What follows belongs to an exercise in optimizing a design on an open flow for small area; a production flow would make more cautious choices. The RTL was checked by simulation tests, not by an equivalence proof against the original design. No run shown here takes its clock network from TritonCTS; it comes from the design's own scripts or RTL. No driver is modelled on the clock port, so clock power and skew are understated where the tree is cut down; a real chip needs a root buffer or a tree. No activity file was given, so power comes from the tool's default toggle rates.

<file path="flow/run.sh">
#!/bin/bash
# The standard ORFS layout (standard.sh) with three changes:
# - synthesis: flow/synth.tcl runs the standard synthesis script (synth_recipe.tcl)
#   but has ABC map the logic between the registers with flow/abc_area.script, an
#   area-oriented mapping, and skips extract_fa; the registers are the standard synthesis's;
# - clock tree: flow/manual_cts.tcl replaces clock tree synthesis: the clock port drives
#   MCTS_NBUF clock buffers, each driving one cluster of nearby flip-flops;
# - port buffers are buf_1.
# Everything goes to standard_flow.log here; ORFS keeps each step's log under orfs/logs.
set -euo pipefail
export MCTS_NBUF=3
export MCTS_BUF=sky130_fd_sc_hd__clkbuf_16
export AREA_ABC_SCRIPT=$PWD/flow/abc_area.script
export FLOW_SYNTH_TCL=$PWD/synth_recipe.tcl
bash standard.sh "SYNTH_SCRIPT=$PWD/flow/synth.tcl" "PRE_CTS_TCL=$PWD/flow/manual_cts.tcl" \
  "BUFFER_PORTS_ARGS=-buffer_cell sky130_fd_sc_hd__buf_1" finish > standard_flow.log 2>&1
</file>
<file path="flow/abc_area.script">
strash
&get -n
&st
&syn3
&put
dch -f
amap
</file>
<file path="flow/manual_cts.tcl">
# Sourced by ORFS cts.tcl as PRE_CTS_TCL. Replaces TritonCTS with a one-level clock tree:
# the clock port drives a few clock buffers, each driving one cluster of nearby flip-flops.
proc manual_clock_tree {args} {
  set nbuf $::env(MCTS_NBUF)
  set bufm $::env(MCTS_BUF)
  set db [ord::get_db]
  set block [ord::get_db_block]
  set master [$db findMaster $bufm]
  set clknet [$block findNet clk]
  set sinks {}
  foreach it [$clknet getITerms] {
    if {[$it isInputSignal] || [[$it getMTerm] getSigType] == "CLOCK" || [[$it getMTerm] getName] == "CLK"} {
      set inst [$it getInst]
      set bb [$inst getBBox]
      lappend sinks [list $it [expr {([$bb xMin] + [$bb xMax]) / 2.0}] [expr {([$bb yMin] + [$bb yMax]) / 2.0}]]
    }
  }
  set n [llength $sinks]
  puts "manual_clock_tree: $n sinks, $nbuf x $bufm"
  # k-means on sink locations, seeded by sorting along x then y
  set sorted [lsort -real -index 1 $sinks]
  set cx {}; set cy {}
  for {set k 0} {$k < $nbuf} {incr k} {
    set s [lindex $sorted [expr {int(($k + 0.5) * $n / $nbuf)}]]
    lappend cx [lindex $s 1]; lappend cy [lindex $s 2]
  }
  # balanced k-means: each cluster takes at most ceil(n / nbuf) sinks, nearest pairs first
  set cap [expr {($n + $nbuf - 1) / $nbuf}]
  for {set iter 0} {$iter < 30} {incr iter} {
    set pairs {}
    set idx 0
    foreach s $sinks {
      for {set k 0} {$k < $nbuf} {incr k} {
        lappend pairs [list [expr {abs([lindex $s 1] - [lindex $cx $k]) + abs([lindex $s 2] - [lindex $cy $k])}] $idx $k]
      }
      incr idx
    }
    set pairs [lsort -real -index 0 $pairs]
    set assign [lrepeat $n -1]
    set sc [lrepeat $nbuf 0]
    foreach p $pairs {
      set idx [lindex $p 1]; set k [lindex $p 2]
      if {[lindex $assign $idx] < 0 && [lindex $sc $k] < $cap} {
        lset assign $idx $k
        lset sc $k [expr {[lindex $sc $k] + 1}]
      }
    }
    set sx [lrepeat $nbuf 0.0]; set sy [lrepeat $nbuf 0.0]
    set idx 0
    foreach s $sinks {
      set k [lindex $assign $idx]
      lset sx $k [expr {[lindex $sx $k] + [lindex $s 1]}]
      lset sy $k [expr {[lindex $sy $k] + [lindex $s 2]}]
      incr idx
    }
    for {set k 0} {$k < $nbuf} {incr k} {
      if {[lindex $sc $k] > 0} {
        lset cx $k [expr {[lindex $sx $k] / [lindex $sc $k]}]
        lset cy $k [expr {[lindex $sy $k] / [lindex $sc $k]}]
      }
    }
  }
  for {set k 0} {$k < $nbuf} {incr k} {
    set inst [odb::dbInst_create $block $master "mcts_buf_$k"]
    set net [odb::dbNet_create $block "mcts_net_$k"]
    $net setSigType CLOCK
    $inst setLocation [expr {int([lindex $cx $k])}] [expr {int([lindex $cy $k])}]
    $inst setPlacementStatus PLACED
    foreach mt [[$inst getMaster] getMTerms] {
      set it [$inst findITerm [$mt getName]]
      if {[$mt getSigType] == "POWER"} { $it connect [$block findNet VDD] } 
      if {[$mt getSigType] == "GROUND"} { $it connect [$block findNet VSS] }
    }
    [$inst findITerm A] connect $clknet
    [$inst findITerm X] connect $net
    puts "  cluster $k: [lindex $sc $k] sinks at [lindex $cx $k] [lindex $cy $k]"
  }
  set i 0
  foreach s $sinks {
    set it [lindex $s 0]
    set k [lindex $assign $i]
    $it disconnect
    $it connect [$block findNet "mcts_net_$k"]
    incr i
  }
  set_propagated_clock [all_clocks]
}
rename clock_tree_synthesis orig_clock_tree_synthesis
proc clock_tree_synthesis {args} { manual_clock_tree }
</file>
<file path="flow/synth.tcl">
# The standard synthesis script (synth_recipe.tcl in the work folder), with two changes
# to the logic between the registers:
# - ABC maps it with flow/abc_area.script (area-oriented mapping) instead of ORFS's
#   delay-oriented script;
# - Yosys's extract_fa is skipped, so XORs are left to ABC instead of becoming half-adder
#   cells.
# The registers, their names and cell types come from the same passes as in the standard
# synthesis, and are the standard synthesis's.
proc abc {args} {
  set i [lsearch -exact $args -script]
  if {$i >= 0} {
    lset args [expr {$i + 1}] $::env(AREA_ABC_SCRIPT)
  }
  puts "abc (area script): $args"
  yosys abc {*}$args
}
proc extract_fa {args} { puts "extract_fa skipped" }
source $::env(FLOW_SYNTH_TCL)
</file>
<file path="standard.sh">
#!/bin/bash
# synth_recipe.tcl (not shown) runs the flow's synth.tcl, then flattens the netlist and writes it again
# the make line also repeats each setting of config.mk as NAME=value (left out here)
make -C /OpenROAD-flow-scripts/flow DESIGN_CONFIG=/design/flow/config.mk WORK_HOME=/design/flow/orfs CLKGATE_MAP_FILE= SYNTH_SCRIPT=/design/flow/synth_recipe.tcl "${@:-finish}"
</file>
<file path="config.mk">
export PLATFORM = sky130hd
export DESIGN_NAME = top_module
export DESIGN_NICKNAME = top_module
export VERILOG_FILES = /design/flow/design.v
export SDC_FILE = /design/flow/constraint.sdc
export NUM_CORES = 4
export LEC_CHECK = 0
export CAP_MARGIN = 0
export CORE_MARGIN = 2
export CORE_UTILIZATION = 75
export GPL_TIMING_DRIVEN = 0
export PLACE_DENSITY = 0.85
export SLEW_MARGIN = 0
</file>
<file path="constraint.sdc">
create_clock -name core_clock -period 10.0 [get_ports {clk}]
set_input_delay 2.0000 -clock core_clock [delete_from_list [all_inputs] [get_ports {clk}]]
set_output_delay 2.0000 -clock core_clock [all_outputs]
set_load 0.01 [all_outputs]
</file>
<file path="design.v">
module top_module (input clk, input rst, input tx_start, output tx_pin, input rx_pin, output w_led_ale);
    localparam [20:0] LS_INV = 21'h0aaaaa;
    reg [20:0] lsq;
    reg led;
    wire [20:0] ls = lsq ^ LS_INV;
    wire ls_z = (ls[19:0] == 20'd0);
    always @(posedge clk)
        if (rst) begin
            lsq <= 21'd1 ^ LS_INV;
            led <= 1'b0;
        end else begin
            lsq <= {ls[19:0], ls[20] ^ ls[18] ^ ls_z} ^ LS_INV;
            if (ls_z & ~ls[20]) led <= ~led;
        end
    assign w_led_ale = led;
    localparam [7:0] T_INV = 8'h55;
    localparam [7:0] S_END = 8'd79, S_117 = 8'd243, S_232 = 8'd167, S_X = 8'd207;
    reg [3:0] hq;
    wire [3:0] h = hq ^ 4'hf;
    reg [7:0] uq;
    wire [7:0] u = uq ^ T_INV;
    reg [7:0] rsh;
    wire r_idle = (h == 4'd15);
    wire u_end  = (u == S_END);
    always @(posedge clk)
        if (rst | r_idle | u_end)
            hq <= 4'hf ^ ((rst | (r_idle & rx_pin) | (h == 4'd9)) ? 4'd15 :
                 {h[3] ^ (h[2] & h[1] & h[0]), h[2] ^ (h[1] & h[0]), h[1] ^ h[0], ~h[0]});
    always @(posedge clk)
        if (rst | r_idle) uq <= S_117 ^ T_INV;
        else              uq <= T_INV ^ {u[6:0], u[7] ^ u[0] ^ u[4] ^ u[5] ^ u_end};
    always @(posedge clk)
        if (u_end && h != 9) rsh <= {rx_pin, rsh[7:1]};
    wire we = r_idle & (u[6] == 1'b0);
    reg [7:0] memq0, memq1, memq2, memq3;
    wire [7:0] mem0 = memq0 ^ 8'hff;
    wire [7:0] mem1 = memq1 ^ 8'hff;
    wire [7:0] mem2 = memq2 ^ 8'hff;
    wire [7:0] mem3 = memq3 ^ 8'hff;
    reg [1:0] i;
    always @(posedge clk) begin
        if (rst | (we && i == 2'b00)) memq0 <= (rst ? 8'h61 : rsh) ^ 8'hff;
        if (rst | (we && i == 2'b01)) memq1 <= (rst ? 8'h62 : rsh) ^ 8'hff;
        if (rst | (we && i == 2'b11)) memq2 <= (rst ? 8'h63 : rsh) ^ 8'hff;
        if (rst | (we && i == 2'b10)) memq3 <= (rst ? 8'h64 : rsh) ^ 8'hff;
    end
    always @(posedge clk)
        if (rst) i <= 0;
        else if (we) i <= {i[0], ~i[1]};
    reg [3:0] bq;
    wire [3:0] b = bq ^ 4'hf;
    reg [7:0] rq;
    wire [7:0] r = rq ^ T_INV;
    reg [7:0] cq;
    wire [7:0] c = cq ^ 8'hff;
    reg [1:0] j;
    wire r_end = (r == S_END);
    wire load  = (b == 4'd9);
    reg [7:0] rd;
    always @(*)
        case (j)
        2'b00: rd = mem0;
        2'b01: rd = mem1;
        2'b11: rd = mem2;
        default: rd = mem3;
        endcase
    always @(posedge clk)
        if (rst) j <= 2'd1;
        else if (load) j <= {j[0], ~j[1]};
    always @(posedge clk)
        if (rst | load) cq <= (rst ? 8'h61 : rd) ^ 8'hff;
    always @(posedge clk)
        if (rst) begin
            bq <= 4'd10 ^ 4'hf;
            rq <= S_END ^ T_INV;
        end else begin
            if (r_end | load) bq <= 4'hf ^ {(b[3] & ~(b[1] & b[0])) | (b[2] & b[1] & b[0]), ~b[3] & (b[2] ^ (b[1] & b[0])), ~(b[3] & b[1] & b[0]) & (b[1] ^ b[0]), ~b[0]};
            if (r_end && b == 4'd8) rq <= S_232 ^ T_INV;
            else rq <= T_INV ^ {r[6:0], r[7] ^ r[0] ^ r[4] ^ r[5] ^ r_end};
        end
    assign tx_pin = b[3] ? ~(b[1] & b[0]) : c[b[2:0]];
endmodule
</file>
==> flow_metrics.py, run 1 <==
metrics = {
    "critical_path": {
        "critical_path_arrival_ps": 4430,
        "crit_required_ps": 9800,
        "timing.critical_path.cells": "clkbuf_2 -> clkinv_1 -> a21oi_1",
        "cp_slowest_cell": "a21oi_1",
        "cp_slowest_stage_delay_ps": 990,
        "timing.setup.critical_path_class": "in2reg",
        "critical_path.top_delay_family": "buffers and inverters",
        "worstSetupEndpointType": "register",
        "worst-r2r-setup-slack_ps": 7320,
        "path_max_fanout": 32,
        "critical_path.startpoint_type": "input port",
        "crit_cells": 3,
        "reg2regPathDepth": 5,
        "crit_buf_inv": 2,
    },
    "floorplan": {
        "fp.dieH_um": 70.9,
        "start_util_pct": 77.6,
        "rows": 24,
        "die_w_um": 70.9,
        "die_area_sq_um": 5030,
        "core_area_sq_um": 4320,
        "boundaryPins": 6,
    },
    "power_and_ir_drop": {
        "leakage_nw": 1.20,
        "max-vdd-ir-drop_uv": 197,
        "power_density_nw_per_um2": 183,
    },
    "cells_and_area": {
        "num_antenna_cells": 0,
        "commonest_non_fill_non_tap_cell_in_the_layout": "edfxtp_1",
        "final_cell_mix": "edfxtp_1 (52), nor2_1 (47), dfxtp_1 (46), nand2_1 (33), a221oi_1 (21)",
        "layout-area-overhead-vs-synth_pct": 4.66,
        "final.fill_count": 246,
        "post_route_cells_drive_above_1_share_pct": 1.44,
        "finalCoreUtilization_pct": 81.3,
        "finish.net_count": 283,
        "post_layout_cell_count": 329,
    },
    "global_routing": {
        "groute.usage.overall_pct": 21.1,
        "grt_pass1_vias": 1942,
        "grt_first_pass_wirelength_um": 8550,
        "antenna_found_initial": 0,
        "globalRoute.totalOverflow": 0,
        "grt_start_max_net_pins": 34,
    },
    "route": {
        "drt-initial-drc-count": 113,
        "antenna_nets_post_route": 0,
        "viasPerCell": 6.22,
        "route.final.wire_length_um": 5110,
        "avgRoutedWirePerCell_um": 15.5,
        "first_drt_pass_iteration_count": 4,
        "detail_route.drc_violations": 0,
        "via_count": 2048,
    },
    "outcome": {
        "status": "finished clean",
    },
    "placement": {
        "numPlacedInstances": 326,
        "routabilityCongestion": 0.852,
        "portBuffers": 4,
        "detailed_place_hpwl_um": 3450,
    },
    "synth": {
        "synth-xor-area-share_pct": 0.261,
        "synth_edf_count": 52,
        "synth-seq-cells": 98,
        "yosys.area_share.simple_pct": 12.4,
        "synth-async-reset-ratio_pct": 0,
        "netlist-cell-type-count": 26,
        "syn_inst": 270,
        "synth_ff_type": "edfxtp_1",
        "yosysWarnings": 1,
        "seq_area_frac_synth_pct": 73.9,
        "synth_top_family_by_area": "simple AND/OR/NAND/NOR gates",
        "multiplexer_share_of_the_synthesized_area_pct": 0,
        "yosys.area_share.adder_pct": 0,
        "synth_nets": 274,
        "post_synth_instance_area_sq_um": 3360,
        "synth_compound_area_share_pct": 11.5,
        "synthesis.area_per_instance_sq_um": 12.4,
    },
    "cts": {
        "postCtsResizedCells": 0,
        "clk_pin_slew_worst_paths_ps": 110,
        "insertion_delay_ps": 170,
        "post_cts_hold_buffer_count": 0,
        "post_cts_setup_buffer_count": 0,
    },
    "worst_hold_path": {
        "min_delay_path_depth": 1,
        "holdCritPathClass": "reg2reg",
    },
    "timing": {
        "relative_slew_slack_pct": 5.52,
        "layout_min_cycle_time_ps": 4630,
        "rsz0062_at_grt": "false",
        "timing_worst_slew_pin_value_ps": 1410,
        "tns_ps": 0,
        "final.setup_skew_ps": 9.36,
        "max_freq_ghz": 0.216,
        "timing.final.crit_share_pct": 46.3,
        "final_max_slew_viol_count": 0,
        "setup_viol": 0,
        "hold_viol_final": 0,
    },
    "run": {
        "number_of_maximum_capacitance_violations": 0,
    },
}
-- per-stage QoR --
stage                     cell area, sq um  hold WS, ps  worst slack (ps)  power (W)
after floorplan                       3360          352              6600   0.000496
after global placement                3440          360              4320   0.000507
after detailed placement              3440          365              4330   0.000510
after CTS                             3510          392              4490   0.000646
after global routing                  3510          398              5160   0.000665
final                                 3510          389              5370   0.000644
-- state kept, by name, summed over array words and instances (netlist names) --
register,cells
lsq,21
hq,4
j,2
rsh,8
led,1
memq0,8
uq,8
memq3,8
cq,8
i,2
memq1,8
bq,4
rq,8
memq2,8
-- cell families after synthesis --
kind of cell           count (synthesis)
flip-flops                            98
AND/OR/NAND/NOR                       99
AO/OA/AOI/OAI                         55
buffers and inverters                 17
XOR/XNOR                               1
-- worst reg2reg max path, cell delays in order, from the launching register on --
cell and delay (ps):
edfxtp_1 450, nor2_1 180, nand2_1 120, nor2_1 220, nand2_1 160, o31ai_1 1160
-- synth_stat cells, drive strengths merged (2+ instances only) --
| library cell | instances | area share (%) |
|---|---|---|
| or3 | 2 | 0.37 |
| or4 | 2 | 0.45 |
| nand3 | 2 | 0.30 |
| nand4 | 3 | 0.56 |
| a22oi | 2 | 0.45 |
| clkinv | 17 | 1.9 |
| o21ai | 11 | 1.6 |
| dfxtp | 46 | 27 |
| o31ai | 2 | 0.45 |
| nor3 | 7 | 1.0 |
| a221oi | 21 | 5.5 |
| a21oi | 11 | 1.6 |
| nand2 | 33 | 3.7 |
| o21a | 2 | 0.45 |
| nor2 | 47 | 5.3 |
| edfxtp | 52 | 47 |
-- worst paths after layout --
path,endpoint,startpoint
hold reg to reg,lsq[13]$_SDFF_PP1_,lsq[12]$_SDFF_PP0_
hold / removal,lsq[13]$_SDFF_PP1_,lsq[12]$_SDFF_PP0_
setup / recovery,memq3[6]$_DFFE_PP_,rst
setup reg to reg,memq1[7]$_DFFE_PP_,hq[0]$_DFFE_PP_
-- routing by layer --
| metal | share of wire [%] | wire, um | up-vias | global-route usage (%) |
|---|---|---|---|---|
| li1 | - | - | 1005 | - |
| met4 | 0.84 | 43 | 0 | 4.19 |
| met1 | 44 | 2250 | 990 | 29.8 |
| met2 | 50 | 2560 | 46 | 37.2 |
| met5 | 0 | 0 | - | 0 |
| met3 | 5.1 | 261 | 7 | 1.14 |
-- where the power goes --
group	total, W	switching, W	internal [W]
sequential	0.000457	0.0000116	0.000445
clock	0.000144	0.0000883	0.0000558
combinational	0.0000435	0.0000283	0.0000152
-- cell type report --
class	instances	area, sq um	area share, %
Sequential cell	98	2480	70.7
Multi-Input combinational cell	155	811	23.1
Buffer	3	75.1	2.14
Tap cell	52	65.1	1.85
Inverter	17	63.8	1.82
Timing Repair Buffer	4	16.3	0.463
==> inputs of run 2 (changes only) <==
--- a/design.v
+++ b/design.v
@@ -14,7 +14,7 @@
         end
     assign w_led_ale = led;
     localparam [7:0] T_INV = 8'h55;
-    localparam [7:0] S_END = 8'd79, S_117 = 8'd243, S_232 = 8'd167, S_X = 8'd207;
+    localparam [7:0] S_END = 8'd143, S_117 = 8'd163, S_232 = 8'd199, S_X = 8'd15;
     reg [3:0] hq;
     wire [3:0] h = hq ^ 4'hf;
     reg [7:0] uq;
@@ -28,10 +28,10 @@
                  {h[3] ^ (h[2] & h[1] & h[0]), h[2] ^ (h[1] & h[0]), h[1] ^ h[0], ~h[0]});
     always @(posedge clk)
         if (rst | r_idle) uq <= S_117 ^ T_INV;
-        else              uq <= T_INV ^ {u[6:0], u[7] ^ u[0] ^ u[4] ^ u[5] ^ u_end};
+        else              uq <= T_INV ^ {u[6:0], u[7] ^ u[2] ^ u[4] ^ u[6] ^ u_end};
     always @(posedge clk)
         if (u_end && h != 9) rsh <= {rx_pin, rsh[7:1]};
-    wire we = r_idle & (u[6] == 1'b0);
+    wire we = r_idle & (u[7] == 1'b0);
     reg [7:0] memq0, memq1, memq2, memq3;
     wire [7:0] mem0 = memq0 ^ 8'hff;
     wire [7:0] mem1 = memq1 ^ 8'hff;
@@ -76,7 +76,7 @@
         end else begin
             if (r_end | load) bq <= 4'hf ^ {(b[3] & ~(b[1] & b[0])) | (b[2] & b[1] & b[0]), ~b[3] & (b[2] ^ (b[1] & b[0])), ~(b[3] & b[1] & b[0]) & (b[1] ^ b[0]), ~b[0]};
             if (r_end && b == 4'd8) rq <= S_232 ^ T_INV;
-            else rq <= T_INV ^ {r[6:0], r[7] ^ r[0] ^ r[4] ^ r[5] ^ r_end};
+            else rq <= T_INV ^ {r[6:0], r[7] ^ r[2] ^ r[4] ^ r[6] ^ r_end};
         end
     assign tx_pin = b[3] ? ~(b[1] & b[0]) : c[b[2:0]];
 endmodule
==> flow_metrics.py, run 2 <==
metrics = {
    "cells_and_area": {
        "layout-area-overhead-vs-synth_pct": 4.64,
        "finish.net_count": 275,
        "num_antenna_cells": 0,
        "flip_flop_count_of_the_largest_register_after_layout": 21,
        "final.fill_count": 259,
        "largest_register": "lsq",
        "multi_input_comb_area_sq_um": 818,
        "final_cell_mix": "edfxtp_1 (52), dfxtp_1 (46), nor2_1 (40), nand2_1 (25), a221oi_1 (18)",
        "ff_latch_area_sq_um": 2480,
        "post_route_cells_drive_above_1_share_pct": 1.12,
        "post_layout_cell_count": 321,
        "commonest_non_fill_non_tap_cell_in_the_layout": "edfxtp_1",
    },
    "critical_path": {
        "critical_path.startpoint_type": "input port",
        "worst-r2r-setup-slack_ps": 6800,
        "critical_path.top_delay_family": "buffers and inverters",
        "timing.critical_path.cells": "buf_1 -> clkinv_1 -> a21oi_1",
        "worstSetupEndpointType": "register",
        "path_max_fanout": 41,
        "cp_slowest_cell": "clkinv_1",
        "timing.setup.critical_path_class": "in2reg",
        "cp_slowest_stage_delay_ps": 1320,
        "crit_buf_inv": 2,
        "critical_path_arrival_ps": 5400,
        "crit_required_ps": 9800,
    },
    "route": {
        "drt-initial-drc-count": 181,
        "detail_route.drc_violations": 0,
        "route.final.wire_length_um": 5150,
        "first_drt_pass_iteration_count": 4,
        "antenna_nets_post_route": 0,
        "viasPerCell": 6.21,
        "avgRoutedWirePerCell_um": 16.0,
        "via_count": 1992,
    },
    "global_routing": {
        "grt_start_max_net_pins": 42,
        "groute.usage.overall_pct": 20.7,
        "grt_first_pass_wirelength_um": 8420,
        "globalRoute.totalOverflow": 0,
        "antenna_found_initial": 0,
        "grt_pass1_vias": 1858,
    },
    "cts": {
        "post_cts_setup_buffer_count": 0,
        "clk_pin_slew_worst_paths_ps": 110,
        "insertion_delay_ps": 170,
        "post_cts_hold_buffer_count": 0,
        "postCtsResizedCells": 0,
    },
    "synth": {
        "synth-xor-area-share_pct": 0.524,
        "post_synth_instance_area_sq_um": 3350,
        "synth_nets": 266,
        "yosys.area_share.adder_pct": 0,
        "synth_ff_type": "edfxtp_1",
        "synth_most_common_cell": "edfxtp_1",
        "netlist-cell-type-count": 26,
        "synth_top_family_by_area": "simple AND/OR/NAND/NOR gates",
        "synth_compound_area_share_pct": 11.6,
        "post_synth_main_area_contributors": "edfxtp_1 (47%), dfxtp_1 (28%), a221oi_1 (4.7%)",
        "synth.top_cell.area_share_pct": 46.7,
        "post_synth_most_frequent_cells": "edfxtp_1 (52), dfxtp_1 (46), nor2_1 (40)",
        "synth-seq-cells": 98,
        "multiplexer_share_of_the_synthesized_area_pct": 0,
        "synthesis.area_per_instance_sq_um": 12.8,
        "seq_area_frac_synth_pct": 74.2,
        "yosys.area_share.simple_pct": 12.4,
        "synth-async-reset-ratio_pct": 0,
        "synth_edf_count": 52,
        "syn_inst": 262,
        "synth_top_cell_by_area": "edfxtp_1",
        "yosysWarnings": 1,
    },
    "placement": {
        "portBuffers": 4,
        "numPlacedInstances": 318,
        "routabilityCongestion": 0.843,
        "detailed_place_hpwl_um": 3300,
    },
    "timing": {
        "hold_viol_final": 0,
        "timing_worst_slew_pin_value_ps": 1350,
        "setup_viol": 0,
        "final_max_slew_viol_count": 0,
        "layout_min_cycle_time_ps": 5600,
        "max_freq_ghz": 0.179,
        "relative_slew_slack_pct": 9.71,
        "final.setup_skew_ps": 12.2,
        "tns_ps": 0,
        "rsz0062_at_grt": "false",
        "timing.final.crit_share_pct": 56.0,
    },
    "power_and_ir_drop": {
        "max-vdd-ir-drop_uv": 163,
        "leakage_nw": 1.20,
        "power_density_nw_per_um2": 189,
    },
    "floorplan": {
        "boundaryPins": 6,
        "die_w_um": 70.8,
        "rows": 24,
        "die_area_sq_um": 5010,
        "core_area_sq_um": 4320,
        "start_util_pct": 77.4,
        "fp.dieH_um": 70.8,
    },
    "run": {
        "number_of_maximum_capacitance_violations": 0,
    },
    "worst_hold_path": {
        "holdCritPathClass": "reg2reg",
    },
    "outcome": {
        "status": "finished clean",
    },
}
[run 2: cell count changes after synthesis, sizes merged, moves of 2 or more]
cell,delta
a22oi,+2
a221oi,-3
nand2,-8
nand3,+10
clkinv,-5
nor2,-7
[run 2: layout make-up]
class / instances / share of cell area, %
repair buffers: 4 / 0.429
well taps: 52 / 1.86
inverters: 12 / 1.29
plain buffers: 3 / 2.14
flip-flops and latches: 98 / 70.9
multi-input cells: 152 / 23.4
[run 2: cells by family (layout without fill, tap and decap cells)]
family | Yosys count | after routing
AO/OA/AOI/OAI | 55 | 55
flip-flops | 98 | 98
XOR/XNOR | 2 | 2
buffers and inverters | 12 | 19
AND/OR/NAND/NOR | 95 | 95
[run 2: where the power goes]
group	switching, W	internal, W	total, W
Clock	0.0000886	0.0000558	0.000144
Sequential	0.0000149	0.000452	0.000467
Combinational	0.0000338	0.0000175	0.0000513
Total	0.000137	0.000525	0.000662
[run 2: path summary, 6_finish.rpt]
path / startpoint / to / depth (start not counted)
min reg2reg: lsq[14]$_SDFF_PP0_ / lsq[15]$_SDFF_PP1_ / 1
max: rst / memq3[1]$_DFFE_PP_ / 3
max reg2reg: hq[0]$_DFFE_PP_ / memq0[4]$_DFFE_PP_ / 7
min: lsq[14]$_SDFF_PP0_ / lsq[15]$_SDFF_PP1_ / 1
[run 2: per-layer routing]
metal  global-route usage, %  wire, um
met1                    28.9      2240
met2                    36.9      2640
met3                    1.42       226
met4                    3.77        43
met5                       0         0
[run 2: worst register-to-register path, cell delays in order (launching register included)]
cell and delay, ps:
edfxtp_1 450, nor2_1 180, nand2_1 110, nor2_1 220
clkinv_1 260, nor2_1 300, clkinv_1 180, o31ai_1 1110
[run 2: metrics by stage]
| stage | utilization (%) | hold WS (ps) | worst slack, ps | total power, W | instance area, sq um |
|---|---|---|---|---|---|
| final | 81.0 | 392 | 4400 | 0.000662 | 3500 |
| after floorplan | - | 352 | 6400 | 0.000510 | 3350 |
| after CTS | 81.0 | 393 | 4400 | 0.000664 | 3500 |
| after global placement | 79.2 | 360 | 4190 | 0.000524 | 3430 |
| after detailed placement | 79.2 | 366 | 4240 | 0.000527 | 3430 |
| after global routing | 81.0 | 408 | 3990 | 0.000684 | 3500 |

afterwards: timing with drivers on the ports:
How much do the figures lean on ideal ports? The routed layouts below were timed once more, with nothing changed but the port constraints. Step 1: set_driving_cell puts a clkbuf_16 on clk and a buf_2 on each other input, an assumption about the parent block. Step 2 times the ports against the registers' clock, not the clock port: input delays grow and output delays shrink by t, the midpoint of the rising clock arrivals with the driver on. Slacks: ideal / step 1 / step 2; pairs: ideal / step 1.
run	t (ns)	setup WS [ns]	worst setup path at the end	slew at the worst register clock pin (ns)	pins driven straight from the clock port
run 1	0.225	5.372 / 5.408 / 5.184	input to register	0.11 / 0.11	3
run 2	0.226	4.399 / 4.425 / 4.199	input to register	0.11 / 0.11	3
After both steps every run listed still meets setup and hold. For run 2, which loses most, drivers alone change the setup slack by +0.026 ns; drivers and shift together by -0.200 ns.
